Source: an optimization exercise on an open RTL-to-GDS flow (aim: small area). Production flows keep margins and buffers that such runs may drop.
Function was checked by simulation only, so behaviour that the tests miss may differ from the original.
Power figures rest on the tool's default switching activity, not on a simulated workload.

## the reference run
==> module fifo_rx, before the edit <==
module fifo_rx (
    input  wire       clk_i,
    input  wire       reset_i,
    input  wire       wr_en_i,
    input  wire [7:0] wr_data_i,
    output wire       full_o,
    input  wire       rd_i,
    output wire [7:0] rd_data_o,
    output wire       empty_o,
    input  wire [4:0] threshold_i,
    output wire       threshold_o
);
  reg [7:0] ring[0:31];
  reg [5:0] cnt_q;   
  reg pend_q;   
  reg ring_has_q;   
  reg [4:0] head_q;   
  reg [4:0] tgt_q;   
  wire push = wr_en_i & ~cnt_q[5];
  wire pop = rd_i & ~empty_o;
  assign full_o = cnt_q[5];
  assign empty_o = (cnt_q == 6'd0);
  assign threshold_o = cnt_q[4:0] > threshold_i;
  always_ff @(posedge clk_i)
    if (reset_i) cnt_q <= 6'd0;
    else if (push & ~pop) cnt_q <= cnt_q + 6'd1;
    else if (pop & ~push) cnt_q <= cnt_q - 6'd1;
  wire ring_has = ring_has_q;
  wire pop_ring = pop & ring_has;
  wire pop_pend = pop & ~ring_has;
  wire aligned = ~ring_has | (tgt_q[1:0] == 2'b00);
  wire ins = aligned & (pend_q | push) & ~pop_pend;
  wire [2:0] ins_pt = ring_has ? tgt_q[4:2] : 3'd0;
  always_ff @(posedge clk_i)
    if (reset_i) pend_q <= 1'b0;
    else pend_q <= (pend_q | push) & ~ins & ~pop_pend;
  always_ff @(posedge clk_i)
    if (reset_i) ring_has_q <= 1'b0;
    else ring_has_q <= ins | (ring_has & ~(pop_ring & (head_q == tgt_q)));
  always_ff @(posedge clk_i)
    if (!ring_has) begin
      head_q <= 5'd0;
      tgt_q  <= 5'd0;
    end else begin
      if (!pop_ring) head_q <= head_q + 5'd1;
      if (!ins) tgt_q <= tgt_q + 5'd1;
    end
  integer p;
  always_ff @(posedge clk_i)
    for (p = 0; p < 32; p = p + 1)
      if (p % 4 == 0 && ins && ins_pt == p / 4) ring[p] <= wr_data_i;
      else ring[p] <= ring[(p+31)%32];
  wire [3:0] dlo = 4'b1 << head_q[2:1];
  wire [3:0] dhi = 4'b1 << head_q[4:3];
  reg [7:0] tap;   
  integer k;
  always_comb begin
    tap = 8'd0;
    for (k = 0; k < 16; k = k + 1) tap = tap | (ring[2*k] & {8{dlo[k%4] & dhi[k/4]}});
  end
  reg [7:0] hc_q;
  always_ff @(posedge clk_i) hc_q <= tap;
  assign rd_data_o = ring_has ? (head_q[0] ? hc_q : tap) : wr_data_i;
endmodule
Settings: LEC_CHECK=0, ABC_AREA=1, CAP_MARGIN=20, CORE_MARGIN=2, CORE_UTILIZATION=65, PLACE_DENSITY=0.75, SLEW_MARGIN=20; clock period 8.0 ns.
standard.sh (not shown) runs the stock make flow with config.mk's settings and CLKGATE_MAP_FILE= SYNTH_SCRIPT=/design/flow/synth_recipe.tcl, a recipe that flattens the netlist after the stock synthesis.
==> flow/flow/run.sh <==
#!/bin/bash
# Own layout flow: the standard ORFS flow with four changes.
#  1. Synthesis maps logic with an area-oriented ABC script (flow/abc_area.script,
#     selected by ABC_AREA=1 in config.mk). Everything before ABC, including
#     flip-flop mapping and register names, is the standard synthesis.
#  2. CTS without dummy loads, with clkbuf_4 buffers and small sink clusters.
#  3. Port buffers use sky130_fd_sc_hd__buf_1.
#  4. Global placement keeps timing-driven net weights but drops the buffers
#     its virtual repair would insert (the design has ample setup slack).
set -euo pipefail
W="$(cd "$(dirname "${BASH_SOURCE[0]}")/.." && pwd)"
cd "$W"

# ORFS scripts with only the ABC area script replaced, for synthesis
rm -rf "$W/synth_scripts"
cp -r "$FLOW_HOME/scripts" "$W/synth_scripts"
cp "$W/flow/abc_area.script" "$W/synth_scripts/abc_area.script"
SCRIPTS_DIR="$W/synth_scripts" bash standard.sh synth > "$W/synth.log" 2>&1

export CTS_ARGS="-sink_clustering_enable -repair_clock_nets -dont_use_dummy_load -sink_clustering_size 10 -sink_clustering_max_diameter 40 -buf_list sky130_fd_sc_hd__clkbuf_4"
export BUFFER_PORTS_ARGS="-buffer_cell sky130_fd_sc_hd__buf_1"
export GPL_KEEP_OVERFLOW=0
bash standard.sh > "$W/layout.log" 2>&1
==> flow/flow/abc_area.script <==
&get -n
&st
&deepsyn -T 150 -S 7
&deepsyn -T 150 -S 3
&dch -f
&nf -p -R 1000 -F 10 -A 10 -C 32
&put
topo
diff inputs: the reference run => the trial run
--- a/flow/design.v
+++ b/flow/design.v
@@ -137,13 +137,13 @@
   integer k;
   always_comb begin
     tap = 8'd0;
     for (k = 0; k < 16; k = k + 1) tap = tap | (ring[2*k] & {8{dlo[k%4] & dhi[k/4]}});
   end
   reg [7:0] hc_q;
-  always_ff @(posedge clk_i) hc_q <= tap;
+  always_ff @(posedge clk_i) if (pop_ring == head_q[0]) hc_q <= tap;
   assign rd_data_o = ring_has ? (head_q[0] ? hc_q : tap) : wr_data_i;
 endmodule
 module tl_skdbf #(
     parameter DW = 8
 ) (
     input  wire          clk_i,
==> summary.txt <==
The trial run vs. the reference run: post-route worst setup slack went down by 180 ps. The trial run vs. the reference run: average cell area after synthesis fell by 0.98%, core utilization roughly the same, critical path data required time went up. Non-filler instance count after layout of the trial run exceeds that of the reference run slightly. The type of the worst setup path comes out reg -> reg in one run and in -> reg in the other, namely in the reference run and the trial run respectively. Compared the trial run against the reference run; post-detailed-route via-to-cell ratio within noise. Wire length (lower): the trial run. When the trial run is measured against the reference run, its inverter count of the layout excluding clock inverters turns out 8.0% higher. The lower average wire per cell in the routed design came out of the trial run. The lower share of power burned in the clock network of the reference run and the trial run is in the reference run. Going from the reference run to the trial run, area overhead of the layout relative to synthesis shrinks by 0.35 points. The reference run → the trial run: post-layout instance area went up, area fraction of clock buffers and clock inverters did not really move, area of all sequential standard cells went up.

## trial 12
TL_UART, a different RTL version from the one above (not shown whole).
Size in the first run: ~1,900 cells after synthesis.
==> module fifo_tx, before the edit <==
module fifo_tx (
    input  wire       clk_i,
    input  wire       reset_i,
    input  wire       wr_en_i,
    input  wire [7:0] wr_data_i,
    output wire       full_o,
    input  wire       rd_i,
    output wire [7:0] rd_data_o,
    output wire       empty_o,
    input  wire [4:0] threshold_i,
    output wire       threshold_o
);
  reg [7:0] ring[0:31];
  reg [5:0] cnt_q;   
  reg ring_has_q;   
  reg [4:0] head_q;   
  reg [4:0] tgt_q;   
  reg [7:0] dl[0:2];   
  reg [2:0] dv_q;   
  wire push = wr_en_i & ~cnt_q[5];
  wire pop = rd_i & ~empty_o;
  assign full_o = cnt_q[5];
  assign empty_o = (cnt_q == 6'd0);
  assign threshold_o = cnt_q[4:0] > threshold_i;
  always_ff @(posedge clk_i)
    if (reset_i) cnt_q <= 6'd0;
    else if (push & ~pop) cnt_q <= cnt_q + 6'd1;
    else if (pop & ~push) cnt_q <= cnt_q - 6'd1;
  wire ring_has = ring_has_q;
  wire pop_ring = pop & ring_has;
  wire pop_dl = pop & ~ring_has;
  wire [1:0] old_idx = dv_q[2] ? 2'd2 : dv_q[1] ? 2'd1 : 2'd0;
  wire dl_has = |dv_q;
  wire [7:0] dl_old = dl[old_idx];
  wire aligned = ~ring_has | (tgt_q[1:0] == 2'b00);
  wire ins = aligned & (dl_has | push) & ~pop_dl;
  wire direct = ins & ~dl_has;
  wire [7:0] ins_data = dl_has ? dl_old : wr_data_i;
  wire [2:0] ins_pt = ring_has ? tgt_q[4:2] : 3'd0;
  wire take = (ins & dl_has) | pop_dl;
  always_ff @(posedge clk_i)
    if (reset_i) ring_has_q <= 1'b0;
    else ring_has_q <= ins | (ring_has & ~(pop_ring & (head_q == tgt_q)));
  always_ff @(posedge clk_i)
    if (!ring_has) begin
      head_q <= 5'd0;
      tgt_q  <= 5'd0;
    end else begin
      if (!pop_ring) head_q <= head_q + 5'd1;
      if (!ins) tgt_q <= tgt_q + 5'd1;
    end
  always_ff @(posedge clk_i)
    if (reset_i) dv_q <= 3'd0;
    else begin
      dv_q[0] <= push & ~direct;
      dv_q[1] <= dv_q[0] & ~(take & (old_idx == 2'd0));
      dv_q[2] <= dv_q[1] & ~(take & (old_idx == 2'd1));
    end
  always_ff @(posedge clk_i) begin
    dl[0] <= wr_data_i;
    dl[1] <= dl[0];
    dl[2] <= dl[1];
  end
  integer p;
  always_ff @(posedge clk_i)
    for (p = 0; p < 32; p = p + 1)
      if (p % 4 == 0 && ins && ins_pt == p / 4) ring[p] <= ins_data;
      else ring[p] <= ring[(p+31)%32];
  wire [3:0] dlo = 4'b1 << head_q[2:1];
  wire [3:0] dhi = 4'b1 << head_q[4:3];
  reg [7:0] rh;
  integer k;
  always_comb begin
    rh = 8'd0;
    for (k = 0; k < 16; k = k + 1) rh = rh | (ring[2*k] & {8{dlo[k%4] & dhi[k/4]}});
  end
  reg [7:0] hb_q;
  always_ff @(posedge clk_i)
    if (ring_has ? ~head_q[0] : dl_has) hb_q <= ring_has ? rh : dl_old;
  assign rd_data_o = hb_q;
endmodule
export LEC_CHECK = 0
export ABC_AREA = 1
export CAP_MARGIN = 20
export CORE_MARGIN = 2
export CORE_UTILIZATION = 65
export PLACE_DENSITY = 0.75
export SLEW_MARGIN = 20
create_clock -name core_clock -period 8.0 [get_ports {uart_clock_i}]
Scripts as last shown in full above: flow/flow/run.sh, flow/flow/abc_area.script
Trial 12 | stages: all done | timing, DRC, antenna: all pass
Setup changes, trial 12 to build 66
==> flow/design.v, changed modules only <==
module fifo_tx (
    input  wire       clk_i,
    input  wire       reset_i,
    input  wire       wr_en_i,
    input  wire [7:0] wr_data_i,
    output wire       full_o,
    input  wire       rd_i,
    output wire [7:0] rd_data_o,
    output wire       empty_o,
    input  wire [4:0] threshold_i,
    output wire       threshold_o
);
  reg [7:0] ring[0:31];
  reg [5:0] cnt_q;   
  reg ring_has_q;   
  reg [4:0] head_q;   
  reg [4:0] tgt_q;   
  reg [7:0] dl[0:3];   
  reg [3:0] dv_q;   
  wire push = wr_en_i & ~cnt_q[5];
  wire pop = rd_i & ~empty_o;
  assign full_o = cnt_q[5];
  assign empty_o = (cnt_q == 6'd0);
  assign threshold_o = cnt_q[4:0] > threshold_i;
  always_ff @(posedge clk_i)
    if (reset_i) cnt_q <= 6'd0;
    else if (push & ~pop) cnt_q <= cnt_q + 6'd1;
    else if (pop & ~push) cnt_q <= cnt_q - 6'd1;
  wire ring_has = ring_has_q;
  wire pop_ring = pop & ring_has;
  wire pop_dl = pop & ~ring_has;
  wire [1:0] old_idx = dv_q[3] ? 2'd3 : dv_q[2] ? 2'd2 : dv_q[1] ? 2'd1 : 2'd0;
  wire dl_has = |dv_q;
  wire [7:0] dl_old = dl[old_idx];
  wire aligned = ~ring_has | (tgt_q[1:0] == 2'b00);
  wire ins = aligned & dl_has & ~pop_dl;
  wire [2:0] ins_pt = ring_has ? tgt_q[4:2] : 3'd0;
  wire take = ins | pop_dl;
  always_ff @(posedge clk_i)
    if (reset_i) ring_has_q <= 1'b0;
    else ring_has_q <= ins | (ring_has & ~(pop_ring & (head_q == tgt_q)));
  always_ff @(posedge clk_i)
    if (!ring_has) begin
      head_q <= 5'd0;
      tgt_q  <= 5'd0;
    end else begin
      if (!pop_ring) head_q <= head_q + 5'd1;
      if (!ins) tgt_q <= tgt_q + 5'd1;
    end
  always_ff @(posedge clk_i)
    if (reset_i) dv_q <= 4'd0;
    else begin
      dv_q[0] <= push;
      dv_q[1] <= dv_q[0] & ~(take & (old_idx == 2'd0));
      dv_q[2] <= dv_q[1] & ~(take & (old_idx == 2'd1));
      dv_q[3] <= dv_q[2] & ~(take & (old_idx == 2'd2));
    end
  always_ff @(posedge clk_i) begin
    dl[0] <= wr_data_i;
    dl[1] <= dl[0];
    dl[2] <= dl[1];
    dl[3] <= dl[2];
  end
  integer p;
  always_ff @(posedge clk_i)
    for (p = 0; p < 32; p = p + 1)
      if (p % 4 == 0 && ins && ins_pt == p / 4) ring[p] <= dl_old;
      else ring[p] <= ring[(p+31)%32];
  wire [3:0] dlo = 4'b1 << head_q[2:1];
  wire [3:0] dhi = 4'b1 << head_q[4:3];
  reg [7:0] rh;
  integer k;
  always_comb begin
    rh = 8'd0;
    for (k = 0; k < 16; k = k + 1) rh = rh | (ring[2*k] & {8{dlo[k%4] & dhi[k/4]}});
  end
  reg [7:0] hb_q;
  always_ff @(posedge clk_i)
    if (ring_has ? ~head_q[0] : dl_has) hb_q <= ring_has ? rh : dl_old;
  assign rd_data_o = hb_q;
endmodule
==> comparison <==
Build 66: flow completed, timing, DRC and antenna clean
Delta (build 66 minus trial 12): count of plain and timing-repair buffers in the layout up 8.6%; share of synthesized area spent on multiplexers lower.
Build 66 against trial 12: overall fraction of global-route tracks in use stayed essentially flat; number of antenna cells inserted went up; met2 track utilization from global routing moved up; fill cell total of the finished layout lower.
As of build 66, final non-filler cell area had risen slightly compared to trial 12.
Going from trial 12 to build 66, final setup slack of the worst path higher; footprint of the flip-flops and latches higher.
Compared to trial 12, build 66 reaches a higher achievable clock.
Total power up about 2% in build 66 wrt trial 12
Trial 12 reports its cell type of the slowest stage on the worst timing path as nor3_1 while build 66 reports mux2i_1.

## re-timing with driven ports
The results above use ideal ports. As a check the final layouts listed here were re-extracted and re-timed, cells and wires unchanged. Step 1 assumes that a clkbuf_16 drives the clock port and a buf_2 every other input. Step 2 adds t to the input delays and takes it off the output delays; t is the mean of the earliest and latest rising clock arrival at the registers after step 1. Input paths then give back, and output paths get back, about the clock's delay inside the block. a / b / c = no drivers / after step 1 / after step 2; a / b = the first two.
run	t (ns)	slack for setup (ns)	worst setup path at the end	slew at the worst register clock pin (ns)	worst data-port slew with drivers (ns)
the reference run	0.773	3.596 / 3.596 / 2.860	input to register	0.11 / 0.11	0.05
the trial run	0.817	3.413 / 3.444 / 2.627	input to register	0.11 / 0.11	0.04
trial 12	0.825	2.957 / 2.981 / 2.156	input to register	0.12 / 0.12	0.05
build 66	0.831	3.412 / 3.434 / 2.603	input to register	0.11 / 0.11	0.05
After both steps every run listed still meets setup and hold. For build 66, which loses most, drivers alone change the setup slack by +0.022 ns; drivers and shift together by -0.809 ns.
